Context: an optimization exercise on an open-source flow, tuned for small area. The choices shown serve that exercise and are no tape-out recipe. The RTL was checked by simulation tests, not by an equivalence proof against the original design. Power figures rest on the tool's default switching activity, not on a simulated workload.

**flow/run.sh**
```bash
#!/bin/bash
# synth_recipe.tcl (not shown) runs the flow's synth.tcl, then flattens the netlist and writes it again
# the make line also repeats each setting of config.mk as NAME=value (left out here)
make -C /OpenROAD-flow-scripts/flow DESIGN_CONFIG=/design/flow/config.mk WORK_HOME=/design/flow/orfs CLKGATE_MAP_FILE= SYNTH_SCRIPT=/design/flow/synth_recipe.tcl finish
```
**flow/config.mk**
```make
export PLATFORM = sky130hd
export DESIGN_NAME = chasi
export DESIGN_NICKNAME = chasi
export VERILOG_FILES = /design/flow/design.v
export SDC_FILE = /design/flow/constraint.sdc
export NUM_CORES = 4
export LEC_CHECK = 0
export CAP_MARGIN = 20
export CORE_MARGIN = 2
export CORE_UTILIZATION = 40
export SLEW_MARGIN = 20
```
**flow/constraint.sdc**
```tcl
create_clock -name core_clock -period 10.0 [get_ports {clk}]
set_input_delay 2.0000 -clock core_clock [delete_from_list [all_inputs] [get_ports {clk}]]
set_output_delay 2.0000 -clock core_clock [all_outputs]
set_load 0.01 [all_outputs]
```
**flow/design.v**
```verilog
module hex2seven_seg(
    input [3:0] hex,
    input CE,
    output [6:0] seven_segment
);
wire [6:0] temp;
assign temp =   {7{hex == 0}} & ~7'b0111111 | 
                {7{hex == 1}} & ~7'b0000110 | 
                {7{hex == 2}} & ~7'b1011011 |
                {7{hex == 3}} & ~7'b1001111 |
                {7{hex == 4}} & ~7'b1100110 |
                {7{hex == 5}} & ~7'b1101101 |
                {7{hex == 6}} & ~7'b1111101 |
                {7{hex == 7}} & ~7'b0000111 |
                {7{hex == 8}} & ~7'b1111111 |
                {7{hex == 9}} & ~7'b1101111 |
                {7{hex == 4'ha}} & ~7'b1110111 |
                {7{hex == 4'hb}} & ~7'b1111100 |
                {7{hex == 4'hc}} & ~7'b0111001 |
                {7{hex == 4'hd}} & ~7'b1011110 |
                {7{hex == 4'he}} & ~7'b1111001 |
                {7{hex == 4'hf}} & ~7'b1110001;
assign seven_segment =  {7{CE == 0}} | temp; 
endmodule
module hex2decimal(
    input [7:0] hex,
    output [11:0] decimal
);
wire m_200, m_100;
wire [7:0] temp_hex;
wire [3:0] temp_hex1;
assign m_200 = hex >= 200;
assign m_100 = hex >= 100;
assign decimal[11:10] = 2'b0;
assign decimal[9] = m_200;
assign decimal[8] = m_100 & ~m_200;
assign temp_hex = hex - (m_200 ? 200 : 0) - ((m_100 & ~m_200) ? 100 : 0);
assign decimal[7:4] =   {7{temp_hex >= 10 & temp_hex < 20}} & 4'd1 |
                        {7{temp_hex >= 20 & temp_hex < 30}} & 4'd2 |
                        {7{temp_hex >= 30 & temp_hex < 40}} & 4'd3 |
                        {7{temp_hex >= 40 & temp_hex < 50}} & 4'd4 |
                        {7{temp_hex >= 50 & temp_hex < 60}} & 4'd5 |
                        {7{temp_hex >= 60 & temp_hex < 70}} & 4'd6 |
                        {7{temp_hex >= 70 & temp_hex < 80}} & 4'd7 |
                        {7{temp_hex >= 80 & temp_hex < 90}} & 4'd8 |
                        {7{temp_hex >= 90}}                 & 4'd9;
assign temp_hex1 = temp_hex - decimal[7:4]*10;
assign decimal[3:0] = temp_hex1;
endmodule
module chasi(
    input clk,
    input reset,
    input w_button2, w_button3, w_button4,
    output [6:0] ss1, ss3, ss4, ss5, ss6, ss7, ss8
);
reg [31:0] clock_counter;
reg [7:0] counter;
reg [7:0] blink_counter;
reg [7:0] mem[2:0];      
reg [3:0] change_counter;
reg active;
reg [2:0] blink;
reg [7:0] blink_buffer;
reg __button2, __button3, __button4;
reg _button2, _button3, _button4;
wire button2, button2_up, button3, button3_up, button4, button4_up;
assign button2 = ~_button2 & __button2;
assign button2_up = _button2 & ~__button2;
assign button3 = ~_button3 & __button3;
assign button3_up = _button3 & ~__button3;
assign button4 = ~_button4 & __button4;
assign button4_up = _button4 & ~__button4;
wire [11:0] td1, td2, td3;
hex2decimal inst9(
    .hex(mem[0][7:0]),
    .decimal(td1)
);
hex2decimal inst10(
    .hex(mem[1][7:0]),
    .decimal(td2)
);
hex2decimal inst11(
    .hex(mem[2][7:0]),
    .decimal(td3)
);
hex2seven_seg inst1(
    .hex(change_counter),
    .CE(1'b1),
    .seven_segment(ss1)
);
hex2seven_seg inst3(
    .hex(td1[3:0]),
    .CE(blink[0]),
    .seven_segment(ss3)
);
hex2seven_seg inst4(
    .hex(td1[7:4]),
    .CE(blink[0]),
    .seven_segment(ss4)
);
hex2seven_seg inst5(
    .hex(td2[3:0]),
    .CE(blink[1]),
    .seven_segment(ss5)
);
hex2seven_seg inst6(
    .hex(td2[7:4]),
    .CE(blink[1]),
    .seven_segment(ss6)
);
hex2seven_seg inst7(
    .hex(td3[3:0]),
    .CE(blink[2]),
    .seven_segment(ss7)
);
hex2seven_seg inst8(
    .hex(td3[7:4]),
    .CE(blink[2]),
    .seven_segment(ss8)
);
always @(posedge clk) begin
    __button2 <= ~reset ? 0 : ~w_button2;
    _button2 <= ~reset ? 0 : __button2;
    __button3 <= ~reset ? 0 : ~w_button3;
    _button3 <= ~reset ? 0 : __button3;
    __button4 <= ~reset ? 0 : ~w_button4;
    _button4 <= ~reset ? 0 : __button4;
end
always @(posedge clk) begin
    clock_counter <= ~reset ? 0 : clock_counter >= 499 ? 0 : clock_counter + 1;
    counter <= ~reset | (~active) ? 0 : active ? clock_counter == 1 ? counter >= 99 ? 0 : counter + 1 : counter : counter;
    blink_counter <= ~reset ? 0 : clock_counter == 1 ? blink_counter >= 49 ? 0 : blink_counter + 1 : blink_counter;
end
always @(posedge clk) begin
    blink_buffer <= ~reset | button4 ? 8'd100 : (clock_counter == 1) & blink_buffer > 0 ? blink_buffer - 1'b1 : blink_buffer;
end
always @(posedge clk) begin
    blink[0] <= ~reset | button4 | active | change_counter != 0 ? 1 : (change_counter == 0) & (blink_counter == 1) & (clock_counter == 1) & (blink_buffer == 0) ? ~blink[0] : blink[0];
    blink[1] <= ~reset | button4 | active | change_counter != 1 ? 1 : (change_counter == 1) & (blink_counter == 1) & (clock_counter == 1) & (blink_buffer == 0) ? ~blink[1] : blink[1];
    blink[2] <= ~reset | button4 | active | change_counter != 2 ? 1 : (change_counter == 2) & (blink_counter == 1) & (clock_counter == 1) & (blink_buffer == 0) ? ~blink[2] : blink[2];
end
always @(posedge clk) begin
    active <= ~reset ? 1 : button2 ? ~active : active;
end
always @(posedge clk) begin
    change_counter <= ~reset ? 0 : button3 ? change_counter >= 2 ? 0 : change_counter + 1 : change_counter;
end
always @(posedge clk) begin
    mem[0] <= ~reset ? 0 : active ?  
                            (counter == 99) & (clock_counter == 1) ? ( mem[0] == 59 ? 0 : mem[0]+1 ) : mem[0] :
                            (change_counter == 0) & button4 ? mem[0] == 59 ? 0 : mem[0]+1 : mem[0];
    mem[1] <= ~reset ? 0 : active ?  
                            (mem[0] == 59)  & (counter == 99) & (clock_counter == 1) ? mem[1] == 59 ? 0 : mem[1]+1 : mem[1] :
                            (change_counter == 1) & button4 ? mem[1] == 59 ? 0 : mem[1]+1 : mem[1];
    mem[2] <= ~reset ? 0 : active ?  
                            (mem[1] == 59)  & (mem[0] == 59)  & (counter == 99) & (clock_counter == 1) ? mem[2] == 23 ? 0 : mem[2]+1 : mem[2] :
                            (change_counter == 2) & button4 ? mem[2] == 23 ? 0 : mem[2]+1 : mem[2];
end
endmodule
```
==> run notes <==
Power Dens Cells 89.2 nW/um^2; synth cell count leaders nor2_1 (127), dfxtp_1 (94), nand2_1 (94), inv_1 (68), ha_1 (45); Pint 574 uW; Cell Rows 49; number of buffers and inverters on the critical path 4; postcts setup bufs 0; H-Tree Depth 3; Slowest cell on crit path ha_1; Root Driver clkbuf_16; startpoint types register; Hold Crit Class reg -> reg; I/O Buffers 53; P_sw 166 uW; Max Clk Rate 118 MHz; post-layout min period 8.50 ns; sequential area share after synthesis 25.9%; # clock sinks 94; worst-path fanout max 18; post-CTS sizing 0; first-pass GRT wire length 28.9 mm; Starting Density 40.5%; via/cell ratio 5.47; area delta synth->final 14.3%; GPL Wtd Cong 0.869; Setup CP Type reg -> out; CTS clk-pin slew, worst paths 0.06 ns; WP data arrival 6.50 ns; TritonCTS clock tree built; Worst VDD drop 114 uV; count leader, synth nor2_1; slew margin rel. 37.7%; Seq pwr share 52.0%; vias 6797; warnings from Yosys 3; ys flop type dfxtp_1; CP Capture Type output pin; Final setup viols 0; unrepaired setup endpoints after global routing no; ANT cells 0; post-route ant nets 0; die area 19200 um^2; initial antenna violation count 0; setup_tns 0 ns; GRT met3 Usage 2.38%; DRT iter0 DRCs 370; Pre-antenna DRT Iters 7; Die Width 139 um; drt drc 0; Mapped Avg Cell Area 7.58 um^2; combinational share of power 4.5%; hold_buf cts 0; M1 GR Usage 23.9%; Syn Std Cell Area 7260 um^2; Total GRT Usage 17.2%; Distinct cells, synth 88; io pins 54; post-DP HPWL 12.7 mm; CTS buffer count 9; Slew Viols, Final 0; vias in the first global route 6209; busiest grt layer met2; Fin. Hold Viols 0; worst skew pair latency 0.34 ns; Leakage Power 3.19 nW; DP Area 8020 um^2; status complete, no violations; met2 global-route usage 28.7%; worst clock skew 0.00866 ns; Cells after Synth 958; fin area 8300 um^2; fraction of layout cells with a size suffix above 1 4.44%; critical path's top delay family simple AND/OR/NAND/NOR gates; Synth area leader dfxtp_1; Max Cap Viol 0; buffer depth of the longest clock path 2; largest net degree at the start of global routing 21; Yosys reg bits 94; slowest stage delay, CP 0.51 ns; synth top area cells dfxtp_1 (26%), ha_1 (7.8%), nor2_1 (6.6%); WL final 16.6 mm; Final nets 1062; R2R Setup Slk 7.00 ns; Worst-Margin Slew 0.911 ns; Die H 139 um; critical path, cell by cell nand2_1 > o21ai_0 > nor2b_1 > ha_1 > inv_1 > ha_1 > o21a_1 > nor3_1 > inv_1 > o31ai_1 > and2_1 > nor2b_1 > nand2b_1 > ha_1 > inv_1 > fa_1 > xor2_1 > nor2_1 > nor4b_2 > a211o_1 > a21oi_2 > or2_1 > a221o_1 > clkdlybuf4s50_1; total power 740 uW; Layout fillers 1819; top-area cell type share of the netlist area 25.9%; EDFF count, synth 0; ys async rst share 0%; grt total ovfl 0; Clk pwr share 43.5%; fraction of power spent switching nets 22.4%; period utilization 85.0%; core area 17900 um^2; Critical Path RT 8.00 ns; WL/cell 13.3 um
## sequential cells by signal, summed over array words and instances (netlist names), 3 cells and up
register and flops:
counter 8, clock_counter 32, blink_counter 8, blink_buffer 8, blink 3, change_counter 4
mem 24
## logic make-up after synthesis
family	count (synthesis)	synth area share (%)
DFF	94	25.9
muxes	11	1.59
other	1	0.0517
and+or+nand+nor	417	28.3
AOI/OAI and AO/OA	212	21.3
xor gates and xnor gates	69	8.33
buffers and inverters	104	5.58
adders and majority gates	50	8.86
## layer usage
metal / share of wire (%) / routed length [um] / up-vias
met5: 0 / 0 / -
met4: 1.0 / 172 / 0
met3: 4.0 / 668 / 19
met2: 46 / 7570 / 132
met1: 49 / 8170 / 3137
li1: - / - / 3509
## layout make-up
class,count,area [um^2],share of cell area [%]
repair buffers,54,538,6.48
multi-input cells,782,5050,60.9
clock buffers,11,243,2.93
well taps,229,287,3.45
clock inverters,5,40.0,0.483
inverters,68,255,3.08
flip-flops and latches,94,1880,22.7
## placed cells by master (no fill, tap or decap), types with 4 or more instances in the layout
| cell type | n |
|---|---|
| ha_1 | 45 |
| nand3b_1 | 6 |
| nand2b_1 | 13 |
| a211oi_1 | 7 |
| nor2_1 | 127 |
| or2_2 | 5 |
| and3_1 | 10 |
| nor4b_1 | 4 |
| nor2b_1 | 12 |
| inv_1 | 68 |
| mux2i_1 | 7 |
| o21ai_0 | 29 |
| clkdlybuf4s50_1 | 53 |
| a311o_1 | 4 |
| dfxtp_1 | 94 |
| o21a_1 | 8 |
| nor3_1 | 27 |
| o211ai_1 | 12 |
| o21ai_1 | 11 |
| nor3b_1 | 7 |
| conb_1 | 23 |
| a221o_1 | 6 |
| nand2_1 | 94 |
| o221ai_1 | 8 |
| nand3_1 | 39 |
| a31oi_1 | 9 |
| or3_1 | 11 |
| xor2_1 | 26 |
| a21oi_1 | 40 |
| and2_1 | 10 |
| o31ai_1 | 13 |
| nor4_1 | 18 |
| xnor2_1 | 43 |
| o2111ai_1 | 9 |
| nand4_1 | 16 |
| a21o_1 | 6 |
| clkbuf_16 | 9 |
## through the flow
step / cells / hold WS [ns] / setup slack [ns] / utilization, %
floorplan: 980 / 0.421 / 2.95 / -
global placement: 1227 / 0.439 / 1.99 / 44.8
detailed placement: 1227 / 0.438 / 1.87 / 44.8
CTS: 1243 / 0.455 / 1.49 / 46.4
global route: 1243 / 0.475 / 0.910 / 46.4
finish: 1243 / 0.449 / 1.50 / 46.4
## power groups by stage
stage          combinational, mW  sequential (mW)  clock, mW
2_1_floorplan             0.0200            0.392          0
3_3_place_gp              0.0336            0.393          0
3_5_place_dp              0.0335            0.393          0
4_1_cts                   0.0337            0.385      0.333
5_1_grt                   0.0377            0.385      0.349
6_report                  0.0333            0.385      0.322
## final timing paths
| path | cells after the start | startpoint | endpoint |
|---|---|---|---|
| worst max register to register | 9 | mem[0][1] | mem[2][7] |
| worst min register to register | 1 | __button2 | _button2 |
| worst min-delay path | 1 | __button2 | _button2 |
| worst max-delay path | 24 | mem[2][6] | ss7[1] |

## port drivers added, routing unchanged
The flow's constraints put no driver on any port. The routed layout listed below was extracted and timed again, unchanged, in two steps. Step 1 assumes that a clkbuf_16 drives the clock port and a buf_2 every other input. Step 2 adds t to the input delays and takes it off the output delays; t is the mean of the earliest and latest rising clock arrival at the registers after step 1. Input paths then give back, and output paths get back, about the clock's delay inside the block. Slacks: no drivers / after step 1 / after step 2; pairs: no drivers / after step 1.
shift t [ns]: 0.368
slack for setup (ns): 1.499 / 1.464 / 1.832
hold slack, ns: 0.449 / 0.449 / 0.449
latest minus earliest clock arrival (ns): 0.009 / 0.009
worst slew at a driven data input, ns: 0.03
After both steps setup and hold are still met in this run. For this run, drivers alone change the setup slack by -0.035 ns; drivers and shift together by +0.333 ns.
